Background: an optimization exercise with open tools, aiming at small area and a short achievable clock period. Do not read the settings as production practice.
In this exercise RTL edits were held to simulation tests only and were not proved equivalent to the original.
The clock port is modelled as an ideal driver; clocking choices that lean on that would not hold on a real chip.
No activity file was given, so power comes from the tool's default toggle rates.

Design RV32I, start of the top module:
module RV32I(clk,reset,imem_addr,imem_rdata,dmem_en,dmem_we,dmem_addr,dmem_wdata,dmem_rdata,wb_rd,wb_data
    );
input clk,reset;
output [7:0] imem_addr;
input [31:0] imem_rdata;
output dmem_en,dmem_we;
output [8:0] dmem_addr;
output [31:0] dmem_wdata;
input [31:0] dmem_rdata;
output [4:0] wb_rd;
output [31:0] wb_data;
integer j;
genvar g;
reg        rst_q;       
reg  [7:0] pc_d;        
reg  [7:0] cur_q;
reg [31:0] ins_q;       
assign imem_addr = cur_q & {8{reset}};
wire       br_n;        
wire [7:0] bt_n;        
wire [7:0] seq_n = imem_addr + {7'd0, reset};
always @(posedge clk) begin
  rst_q <= reset;
  pc_d  <= imem_addr;
  cur_q <= br_n ? bt_n : seq_n;
  ins_q <= imem_rdata;
end
wire [31:0] ins = ins_q;
wire [6:0] opc = ins[6:0] & {7{rst_q}};
wire [2:0] f3  = ins[14:12];
wire [6:0] f7  = ins[31:25];
wire is_ld = (opc == 7'b0000011);
wire is_im = (opc == 7'b0010011);
wire is_st = (opc == 7'b0100011);
wire is_br = (opc == 7'b1100011);
wire is_rr = (opc == 7'b0110011);
wire is_ri = is_rr | is_im;
wire f7z = (f7 == 7'b0000000);
wire f7s = (f7 == 7'b0100000);
localparam OP_ADD = 4'd0, OP_SUB = 4'd1, OP_SLT = 4'd2, OP_AND = 4'd3,
           OP_OR  = 4'd4, OP_XOR = 4'd5, OP_SLL = 4'd6, OP_SRL = 4'd7,
           OP_SRA = 4'd8;
reg [3:0] op_n;
always @* begin
  if ((is_rr & f7z & (f3 == 3'b000)) | (is_im & (f3 == 3'b000)) | is_ld | is_st)
    op_n = OP_ADD;
  else if ((is_rr & f7s & (f3 == 3'b000)) | (is_im & (f3 == 3'b011)) | (is_br & (f3[2:1] == 2'b00)))
    op_n = OP_SUB;
  else if (is_ri & (f3 == 3'b001))
    op_n = OP_SLL;
  ...
Settings: LEC_CHECK=0, CAP_MARGIN=20, CORE_MARGIN=2, CORE_UTILIZATION=40, PLACE_DENSITY=0.8, SETUP_SLACK_MARGIN=0.6, SLEW_MARGIN=20, SYNTH_HIERARCHICAL=1; clock period 12.0 ns.
standard.sh (not shown) runs the stock make flow with config.mk's settings and CLKGATE_MAP_FILE= SYNTH_SCRIPT=/design/flow/synth_recipe.tcl, a recipe that flattens the netlist after the stock synthesis.
==> flow/flow/run.sh <==
#!/bin/bash
set -euo pipefail
W=$(pwd)
bash standard.sh \
  "BUFFER_PORTS_ARGS=-buffer_cell sky130_fd_sc_hd__buf_2" \
  "CTS_ARGS=-sink_clustering_enable -repair_clock_nets -dont_use_dummy_load -buf_list sky130_fd_sc_hd__clkbuf_16 -sink_clustering_size 26 -sink_clustering_max_diameter 100" \
  "SETUP_SLACK_MARGIN=6.8" \
  finish > "$W/make.log" 2>&1
The first run finished with timing, DRC and antenna clean.
Rerun with:
PLACE_DENSITY = 0.6   (was 0.8)
What happened: Setup slack gets better by 13 ps; utilization came out higher by 0.17 points; design area came out higher by 0.39%; final cell count stays flat; via count came out lower by 2.4%; total power came out higher by 0.56%; sequential cell count does not change; wire length came out higher by 0.94%; synthesized cell count stays the same; maximum frequency barely changes.


RV32I, a different RTL version from the one above (not shown whole).
Size in the first run: ~4500 cells after synthesis, roughly 1300 flip-flops, about 57000 sq um of cells after synthesis.
==> flow/design.v (excerpt) <==
module RV32I(clk,reset,imem_addr,imem_rdata,dmem_en,dmem_we,dmem_addr,dmem_wdata,dmem_rdata,wb_rd,wb_data
    );
==> flow/config.mk <==
export PLATFORM = sky130hd
export DESIGN_NAME = RV32I
export DESIGN_NICKNAME = RV32I
export VERILOG_FILES = /design/flow/design.v
export SDC_FILE = /design/flow/constraint.sdc
export NUM_CORES = 4
export LEC_CHECK = 0
export CAP_MARGIN = 20
export CORE_MARGIN = 2
export CORE_UTILIZATION = 40
export PLACE_DENSITY = 0.6
export SETUP_SLACK_MARGIN = 0.6
export SLEW_MARGIN = 20
==> flow/constraint.sdc <==
create_clock -name core_clock -period 12.0 [get_ports {clk}]
set_input_delay 2.4000 -clock core_clock [delete_from_list [all_inputs] [get_ports {clk}]]
set_output_delay 2.4000 -clock core_clock [all_outputs]
set_load 0.01 [all_outputs]
==> flow/flow/run.sh <==
#!/bin/bash
# Layout flow: the standard ORFS flow (standard.sh, unchanged synthesis),
# with three layout choices made differently:
#  * ports are buffered with buf_2 cells instead of the default delay-buffer cell;
#  * clock tree: smaller clock buffers, no dummy loads;
#  * after CTS, one extra setup repair pass aimed at the achieved period.
# Each tool's output goes to its own log under orfs/logs (ORFS) and to
# make.log in the work folder.
set -euo pipefail
W=$(pwd)
bash standard.sh \
  "BUFFER_PORTS_ARGS=-buffer_cell sky130_fd_sc_hd__buf_2" \
  "CTS_ARGS=-sink_clustering_enable -repair_clock_nets -dont_use_dummy_load" \
  "POST_CTS_TCL=$W/flow/post_cts.tcl" \
  finish > "$W/make.log" 2>&1
==> flow/flow/post_cts.tcl <==
# Extra setup repair after CTS, toward the period the design can reach
# (the clock stays at the design's period; only the repair's margin changes).
estimate_parasitics -placement
repair_timing -setup -setup_margin 6.4 -repair_tns 0 -skip_last_gasp -verbose
detailed_placement
check_placement -verbose
report_checks -path_delay max -format end -group_path_count 5
The baseline completed without violations.
Change:
==> flow/run.sh (new file) <==
#!/bin/bash
# synth_recipe.tcl (not shown) runs the flow's synth.tcl, then flattens the netlist and writes it again
# the make line also repeats each setting of config.mk as NAME=value (left out here)
make -C /OpenROAD-flow-scripts/flow DESIGN_CONFIG=/design/flow/config.mk WORK_HOME=/design/flow/orfs CLKGATE_MAP_FILE= SYNTH_SCRIPT=/design/flow/synth_recipe.tcl finish
removed: flow/flow/run.sh
removed: flow/flow/post_cts.tcl
removed: flow/standard.sh
The new run went through all stages and came out clean.
Routed wire length falls by 0.88%.
Cell count rises by 1.3%.
Global-route usage falls by 0.32 points.
Cell area rises by 2.6%.
Die area stays the same.
Via count falls by 0.53%.

==> port drivers added, routing unchanged <==
No port has a modelled driver above. Below, the same layouts with a new extraction and two added sets of constraints.
Step 1: set_driving_cell puts a clkbuf_16 on clk and a buf_2 on each other input, an assumption about the parent block.
Step 2 times the ports against the registers' clock, not the clock port: input delays grow and output delays shrink by t, the midpoint of the rising clock arrivals with the driver on.
a / b / c = no drivers / after step 1 / after step 2; a / b = the first two.
run	shift t [ns]	slack for setup (ns)	worst register clock-pin slew, ns	pins driven straight from the clock port
the first run of note 1	0.796	6.794 / 6.692 / 6.692	0.12 / 0.12	1
the second run of note 1	0.793	6.807 / 6.751 / 6.751	0.11 / 0.11	1
the first run of note 2	0.851	6.037 / 6.037 / 6.037	0.07 / 0.07	1
the second run of note 2	0.885	5.618 / 5.596 / 5.596	0.07 / 0.07	1
After both steps setup and hold are still met in every run listed. For the first run of note 1, which loses most, drivers alone change the setup slack by -0.102 ns; drivers and shift together by -0.102 ns.
